Background: an optimization exercise with open tools, aiming at small area, a short achievable clock period and few clock cycles. Do not read the settings as production practice.
Function was checked by simulation only, so behaviour that the tests miss may differ from the original.

## old
==> flow/design.v <==
module BalotelliMulDiv (
  input Clk,
  input Rst,
  input InValid,
  input [3:0] InOp,
  input [63:0] InA,
  input [63:0] InB,
  output InReady,
  output OutValid,
  output [63:0] OutResult
);
  reg SMul;          
  reg SShift;        
  reg SStep1;        
  reg SStep4;        
  reg Rdy;           
  reg First;         
  reg [5:0] BNeg, BOne, BTwo;  
  reg OpW, OpRem;
  reg NegA, NegB, Dz;
  reg [5:0] Cnt;     
  reg [6:0] LzA, LzB;  
  reg TV;            
  reg TW;
  reg OV;
  reg AInv, AZero, BInv, BSelC, BSelD, ACin;
  reg A3SelS, A3SelX1, A3SelX2;  
  reg [63:0] X1, S, C, Out;
  reg [64:0] X2, X3;
  assign InReady = Rdy;
  assign OutValid = OV;
  assign OutResult = Out;
  function [6:0] clz64(input [63:0] v);
    reg [1:0] c1 [0:31];
    reg z1 [0:31];
    reg [2:0] c2 [0:15];
    reg z2 [0:15];
    reg [3:0] c3 [0:7];
    reg z3 [0:7];
    reg [4:0] c4 [0:3];
    reg z4 [0:3];
    reg [5:0] c5 [0:1];
    reg z5 [0:1];
    integer i;
    begin
      for (i = 0; i < 32; i = i + 1) begin
        z1[i] = ~(v[2*i+1] | v[2*i]);
        c1[i] = {1'b0, ~v[2*i+1]};
      end
      for (i = 0; i < 16; i = i + 1) begin
        z2[i] = z1[2*i+1] & z1[2*i];
        c2[i] = z1[2*i+1] ? {1'b1, c1[2*i][0]} : {1'b0, c1[2*i+1][0]};
      end
      for (i = 0; i < 8; i = i + 1) begin
        z3[i] = z2[2*i+1] & z2[2*i];
        c3[i] = z2[2*i+1] ? {1'b1, c2[2*i][1:0]} : {1'b0, c2[2*i+1][1:0]};
      end
      for (i = 0; i < 4; i = i + 1) begin
        z4[i] = z3[2*i+1] & z3[2*i];
        c4[i] = z3[2*i+1] ? {1'b1, c3[2*i][2:0]} : {1'b0, c3[2*i+1][2:0]};
      end
      for (i = 0; i < 2; i = i + 1) begin
        z5[i] = z4[2*i+1] & z4[2*i];
        c5[i] = z4[2*i+1] ? {1'b1, c4[2*i][3:0]} : {1'b0, c4[2*i+1][3:0]};
      end
      if (z5[1] & z5[0]) clz64 = 7'd64;
      else clz64 = z5[1] ? {2'b01, c5[0][4:0]} : {2'b00, c5[1][4:0]};
    end
  endfunction
  wire [63:0] AddA = (S ^ {64{AInv}}) & {64{~AZero}};
  wire [63:0] AddB = ((C ^ {64{BInv}}) & {64{BSelC}}) | (X2[63:0] & {64{BSelD}});
  wire [65:0] AddWide = {1'b0, AddA, ACin} + {1'b0, AddB, ACin};
  wire [64:0] AddSum = AddWide[65:1];
  wire [66:0] Sub2Wide = {2'b00, S, ~NegB} + {1'b0, X2[63:0], ~NegB, ~NegB};
  wire [65:0] Sub2 = Sub2Wide[66:1];
  wire [64:0] A3 = ({1'b0, S} & {65{A3SelS}}) | ({1'b0, X1} & {65{A3SelX1}}) |
                   ({2'b11, X2[64:2]} & {65{A3SelX2}});
  wire [64:0] B3 = ({1'b1, X2[64:2], ~NegB} & {65{A3SelX2}}) | (X3 & {65{A3SelS}});
  wire C3In = SShift ? NegA : ~NegB;
  wire [66:0] Add3Wide = {1'b0, A3, C3In} + {1'b0, B3, C3In};
  wire [65:0] Add3 = Add3Wide[66:1];
  wire Ge1 = AddSum[64] & X2[64];
  wire Ge2 = Sub2[65];
  wire Ge3 = Add3[65];
  wire Q1 = SStep4 & Ge2;
  wire Q0 = SStep4 ? (Ge3 | (Ge1 & ~Ge2)) : Ge1;
  wire T3 = SShift | (SStep4 & Ge3);
  wire T2 = SStep4 & Ge2;
  wire [63:0] DivS = T3 ? Add3[63:0] : T2 ? Sub2[63:0] : Ge1 ? AddSum[63:0] : S;
  wire [63:0] Qm = X2[63:0];
  wire [12:0] BNextBits = Rdy ? {InBExt[11:0], 1'b0} : {Qm[23:11]};
  wire [5:0] Ng = BNeg;
  wire [63:0] PP [0:5];
  genvar k;
  generate
    for (k = 0; k < 6; k = k + 1) begin : g_pp
      wire [2:0] bd = BNextBits[2*k+2:2*k];
      wire [63:0] m = X1 << (2*k);
      always @(posedge Clk) begin
        BNeg[k] <= bd[2] & ~(bd[1] & bd[0]);
        BOne[k] <= bd[1] ^ bd[0];
        BTwo[k] <= (bd[2] & ~bd[1] & ~bd[0]) | (~bd[2] & bd[1] & bd[0]);
      end
      assign PP[k] = (({64{BOne[k]}} & m) | ({64{BTwo[k]}} & {m[62:0], 1'b0})) ^ {64{BNeg[k]}};
    end
  endgenerate
  wire [63:0] S0 = First ? 64'h0 : S;
  wire [63:0] C0 = First ? 64'h0 : C;
  function [127:0] csa(input [63:0] x, input [63:0] y, input [63:0] z, input n);
    reg [63:0] m;
    begin
      m = (x & y) | (x & z) | (y & z);
      csa = {x ^ y ^ z, m[62:0], n};
    end
  endfunction
  wire [127:0] Ra = csa(PP[0], PP[1], PP[2], Ng[0]);
  wire [127:0] Rb = csa(PP[3], PP[4], PP[5], Ng[1]);
  wire [127:0] Rd = csa(Ra[127:64], Ra[63:0], Rb[127:64], Ng[2]);
  wire [127:0] Re = csa(Rb[63:0], S0, C0, Ng[3]);
  wire [127:0] Rf = csa(Rd[127:64], Rd[63:0], Re[127:64], Ng[4]);
  wire [127:0] Rh = csa(Rf[127:64], Rf[63:0], Re[63:0], Ng[5]);
  wire [63:0] S2 = Rh[127:64];
  wire [63:0] C2 = Rh[63:0];
  wire MulLastNext = (&Qm[63:23]) | ~(|Qm[63:23]);
  wire [63:0] QmNext = {{12{Qm[63]}}, Qm[63:12]};
  wire MulLastIn = (&InB[63:11]) | ~(|InB[63:11]) |
                   (InOp[3] & ((&InB[31:11]) | ~(|InB[31:11])));
  wire InSg = ~InOp[0] | ~InOp[2];
  wire [63:0] InAExt = InOp[3] ? {{32{InSg & InA[31]}}, InA[31:0]} : InA;
  wire [63:0] InBExt = InOp[3] ? {{32{InSg & InB[31]}}, InB[31:0]} : InB;
  wire InNegA = InOp[2] & ~InOp[0] & (InOp[3] ? InA[31] : InA[63]);
  wire InNegB = InOp[2] & ~InOp[0] & (InOp[3] ? InB[31] : InB[63]);
  wire [63:0] InV = InAExt ^ {64{InNegA}};
  wire [63:0] PVLen = InNegA ? {InV[62:0], 1'b1} : InV;
  wire [63:0] InX2 = InBExt ^ {64{InNegB ^ InOp[2]}};
  wire [63:0] PY = ~InX2;
  wire PDz = ~(|PY) & ~InNegB;
  wire [7:0] PJ = {1'b0, LzB} - {1'b0, LzA};
  wire PSkip = PJ[7] | Dz;
  wire [5:0] Half = PJ[6:1] + {5'b0, PJ[0]};
  wire NB = ~NegB;
  reg [64:0] Sh;
  always @(*) begin
    Sh = X2;
    if (PJ[0]) Sh = {Sh[62:0], {2{NB}}};
    if (PJ[1]) Sh = {Sh[62:0], {2{NB}}};
    if (PJ[2]) Sh = {Sh[60:0], {4{NB}}};
    if (PJ[3]) Sh = {Sh[56:0], {8{NB}}};
    if (PJ[4]) Sh = {Sh[48:0], {16{NB}}};
    if (PJ[5]) Sh = {Sh[32:0], {32{NB}}};
    if (PJ[6]) Sh = {Sh[0], {64{NB}}};
    if (PSkip) Sh = {65{1'b0}};
  end
  wire [63:0] Res = TW ? {{32{AddSum[31]}}, AddSum[31:0]} : AddSum[63:0];
  wire Busy = SMul | SShift | SStep1 | SStep4;
  wire TVNext = Rst & Rdy & Busy;
  wire ShNext = Rdy & InValid & InOp[2];
  wire TNegNext = OpRem ? NegA : (NegA ^ NegB);
  always @(posedge Clk) begin
    if (Rdy) begin
      X1 <= InV;
      X2 <= {InOp[2], InX2};
      NegA <= InNegA;
      NegB <= InNegB;
      Dz <= PDz;
      OpW <= InOp[3];
      OpRem <= InOp[1];
    end else if (SMul) begin
      X1 <= {X1[51:0], 12'h0};
      X2 <= {1'b0, QmNext};
    end else if (SShift) begin
      X2 <= Sh;
    end else begin
      X2 <= {2'b11, X2[64:2]};
    end
    X3 <= SStep1 ? Add3[64:0] : {2'b11, X3[64:2]};
    S <= SMul ? S2 : DivS;
    if (SMul) begin
      C <= C2;
    end else begin
      if (SShift) C <= 64'h0;
      else if (SStep4) C <= {C[61:0], Q1, Q0};
      else C <= {C[62:0], Q0};
    end
    Out <= Res;
    First <= Rdy;
    if (Rdy) begin
      LzA <= clz64(PVLen);
      LzB <= clz64(PY);
    end
    if (SShift) begin
      Cnt <= Half;
    end else if (SStep4) begin
      Cnt <= Cnt - 6'd1;
    end
    TW <= OpW;
    AInv <= TVNext & ~SMul & OpRem & TNegNext;
    AZero <= TVNext & ~SMul & ~OpRem;
    BInv <= TVNext & ~SMul & (TNegNext | Dz);
    BSelC <= TVNext & (SMul | ~OpRem);
    BSelD <= ~TVNext;
    ACin <= TVNext ? (~SMul & TNegNext & ~(~OpRem & Dz)) : ~NegB;
    A3SelS <= ~ShNext & ~(~Rdy & SShift);
    A3SelX1 <= ShNext;
    A3SelX2 <= ~Rdy & SShift;
    if (!Rst) begin
      SMul <= 1'b0;
      SShift <= 1'b0;
      SStep1 <= 1'b0;
      SStep4 <= 1'b0;
      Rdy <= 1'b1;
      TV <= 1'b0;
      OV <= 1'b0;
    end else begin
      TV <= TVNext;
      OV <= TV;
      if (Rdy) begin
        SMul <= InValid & ~InOp[2];
        SShift <= InValid & InOp[2];
        SStep1 <= 1'b0;
        SStep4 <= 1'b0;
        Rdy <= ~InValid | (~InOp[2] & MulLastIn);
      end else begin
        SShift <= 1'b0;
        SStep1 <= SShift;
        SStep4 <= SStep1 | SStep4;
        if (SMul) Rdy <= MulLastNext;
        else if (SShift) Rdy <= PSkip | (Half == 6'd0);
        else if (SStep1) Rdy <= Cnt == 6'd1;
        else Rdy <= Cnt == 6'd2;
      end
    end
  end
endmodule
clock: 8.0 ns
lec_check: 0
cap_margin: 20
core_margin: 2
core_utilization: 40
setup_slack_margin: 3.5
slew_margin: 20
run.sh (not shown) runs the stock make flow with config.mk's settings and CLKGATE_MAP_FILE= SYNTH_SCRIPT=/design/flow/synth_recipe.tcl, a recipe that flattens the netlist after the stock synthesis.
Testbench counts of old, summed over its fixed seeds: cycles 14,539.
Edits applied to the flow inputs when going from old to new:
diff --git a/flow/design.v b/flow/design.v
--- a/flow/design.v
+++ b/flow/design.v
@@ -25,5 +25,5 @@
   reg OV;
   reg AInv, AZero, BInv, BSelC, BSelD, ACin;
-  reg A3SelS, A3SelX1, A3SelX2;  
+  reg A3SelAlt;
   reg [63:0] X1, S, C, Out;
   reg [64:0] X2, X3;
@@ -69,16 +69,15 @@
   endfunction
   wire [63:0] AddA = (S ^ {64{AInv}}) & {64{~AZero}};
-  wire [63:0] AddB = ((C ^ {64{BInv}}) & {64{BSelC}}) | (X2[63:0] & {64{BSelD}});
+  wire [63:0] AddB = ((C ^ {64{BInv}}) & {64{BSelC}}) | (~X2[63:0] & {64{BSelD}});
   wire [65:0] AddWide = {1'b0, AddA, ACin} + {1'b0, AddB, ACin};
   wire [64:0] AddSum = AddWide[65:1];
-  wire [66:0] Sub2Wide = {2'b00, S, ~NegB} + {1'b0, X2[63:0], ~NegB, ~NegB};
+  wire [66:0] Sub2Wide = {2'b00, S, ~NegB} + {1'b0, ~{X2[63:0], NegB}, ~NegB};
   wire [65:0] Sub2 = Sub2Wide[66:1];
-  wire [64:0] A3 = ({1'b0, S} & {65{A3SelS}}) | ({1'b0, X1} & {65{A3SelX1}}) |
-                   ({2'b11, X2[64:2]} & {65{A3SelX2}});
-  wire [64:0] B3 = ({1'b1, X2[64:2], ~NegB} & {65{A3SelX2}}) | (X3 & {65{A3SelS}});
-  wire C3In = SShift ? NegA : ~NegB;
+  wire [64:0] A3 = A3SelAlt ? (SStep1 ? {2'b00, X2[64:2]} : {1'b0, X1}) : {1'b0, S};
+  wire [64:0] B3 = SStep1 ? {1'b0, X2[64:2], NegB} : (~X3 & {65{~SShift}});
+  wire C3In = SStep1 ? NegB : (SShift ? NegA : ~NegB);
   wire [66:0] Add3Wide = {1'b0, A3, C3In} + {1'b0, B3, C3In};
   wire [65:0] Add3 = Add3Wide[66:1];
-  wire Ge1 = AddSum[64] & X2[64];
+  wire Ge1 = AddSum[64] & ~X2[64];
   wire Ge2 = Sub2[65];
   wire Ge3 = Add3[65];
@@ -132,23 +131,22 @@
   wire InNegB = InOp[2] & ~InOp[0] & (InOp[3] ? InB[31] : InB[63]);
   wire [63:0] InV = InAExt ^ {64{InNegA}};
+  wire [63:0] InY = InBExt ^ {64{InNegB}};
   wire [63:0] PVLen = InNegA ? {InV[62:0], 1'b1} : InV;
-  wire [63:0] InX2 = InBExt ^ {64{InNegB ^ InOp[2]}};
-  wire [63:0] PY = ~InX2;
-  wire PDz = ~(|PY) & ~InNegB;
+  wire [63:0] PY = InY;
+  wire PDz = ~(|InY) & ~InNegB;
   wire [7:0] PJ = {1'b0, LzB} - {1'b0, LzA};
   wire PSkip = PJ[7] | Dz;
   wire [5:0] Half = PJ[6:1] + {5'b0, PJ[0]};
-  wire NB = ~NegB;
   reg [64:0] Sh;
   always @(*) begin
     Sh = X2;
-    if (PJ[0]) Sh = {Sh[62:0], {2{NB}}};
-    if (PJ[1]) Sh = {Sh[62:0], {2{NB}}};
-    if (PJ[2]) Sh = {Sh[60:0], {4{NB}}};
-    if (PJ[3]) Sh = {Sh[56:0], {8{NB}}};
-    if (PJ[4]) Sh = {Sh[48:0], {16{NB}}};
-    if (PJ[5]) Sh = {Sh[32:0], {32{NB}}};
-    if (PJ[6]) Sh = {Sh[0], {64{NB}}};
-    if (PSkip) Sh = {65{1'b0}};
+    if (PJ[0]) Sh = {Sh[62:0], {2{NegB}}};
+    if (PJ[1]) Sh = {Sh[62:0], {2{NegB}}};
+    if (PJ[2]) Sh = {Sh[60:0], {4{NegB}}};
+    if (PJ[3]) Sh = {Sh[56:0], {8{NegB}}};
+    if (PJ[4]) Sh = {Sh[48:0], {16{NegB}}};
+    if (PJ[5]) Sh = {Sh[32:0], {32{NegB}}};
+    if (PJ[6]) Sh = {Sh[0], {64{NegB}}};
+    if (PSkip) Sh = {65{1'b1}};
   end
   wire [63:0] Res = TW ? {{32{AddSum[31]}}, AddSum[31:0]} : AddSum[63:0];
@@ -160,5 +158,5 @@
     if (Rdy) begin
       X1 <= InV;
-      X2 <= {InOp[2], InX2};
+      X2 <= {1'b0, InY};
       NegA <= InNegA;
       NegB <= InNegB;
@@ -172,7 +170,7 @@
       X2 <= Sh;
     end else begin
-      X2 <= {2'b11, X2[64:2]};
-    end
-    X3 <= SStep1 ? Add3[64:0] : {2'b11, X3[64:2]};
+      X2 <= {2'b00, X2[64:2]};
+    end
+    X3 <= SStep1 ? Add3[64:0] : {2'b00, X3[64:2]};
     S <= SMul ? S2 : DivS;
     if (SMul) begin
@@ -201,7 +199,5 @@
     BSelD <= ~TVNext;
     ACin <= TVNext ? (~SMul & TNegNext & ~(~OpRem & Dz)) : ~NegB;
-    A3SelS <= ~ShNext & ~(~Rdy & SShift);
-    A3SelX1 <= ShNext;
-    A3SelX2 <= ~Rdy & SShift;
+    A3SelAlt <= ShNext | (~Rdy & SShift);
     if (!Rst) begin
       SMul <= 1'b0;
## What came out
new ended up with more standard cells than old.
From old to new the numbers moved as follows: die boundary height went up; post-placement cell count went up.
Against old, global-route wire length before repair in new came out better.
Looking at worst setup path endpoint, the S[14] result is from old; the S[43] one comes from new.
Diff old -> new: first-iteration DRC count went up, wire length went down, total count of hold-check failures in the final report did not really move, count of flip-flops and latches went down, placeable core region went up.
Testbench counts of new, summed over its fixed seeds: cycles 14,539.

static timing again, ports no longer ideal:
Ports are ideal in the flow. The routed layouts listed here were re-timed in OpenROAD. Step 1 (the two cells are an assumption about what drives the block):
set clk [get_ports {Clk}]
set_driving_cell -lib_cell sky130_fd_sc_hd__clkbuf_16 $clk
set_driving_cell -lib_cell sky130_fd_sc_hd__buf_2 [delete_from_list [all_inputs] $clk]
Step 2 times the ports against the registers' clock, not the clock port: input delays grow and output delays shrink by t, the midpoint of the rising clock arrivals with the driver on. Slacks: ideal / step 1 / step 2; pairs: ideal / step 1.
run	shift t [ns]	setup slack, ns	worst hold slack (ns)	worst setup path at the end
old	0.792	3.447 / 3.447 / 2.887	0.349 / 0.349 / 0.349	input to register
new	0.794	3.397 / 3.397 / 2.902	0.356 / 0.356 / 0.356	input to register
After both steps every run listed still meets setup and hold. For old, which loses most, drivers alone change the setup slack by 0.000 ns; drivers and shift together by -0.560 ns.
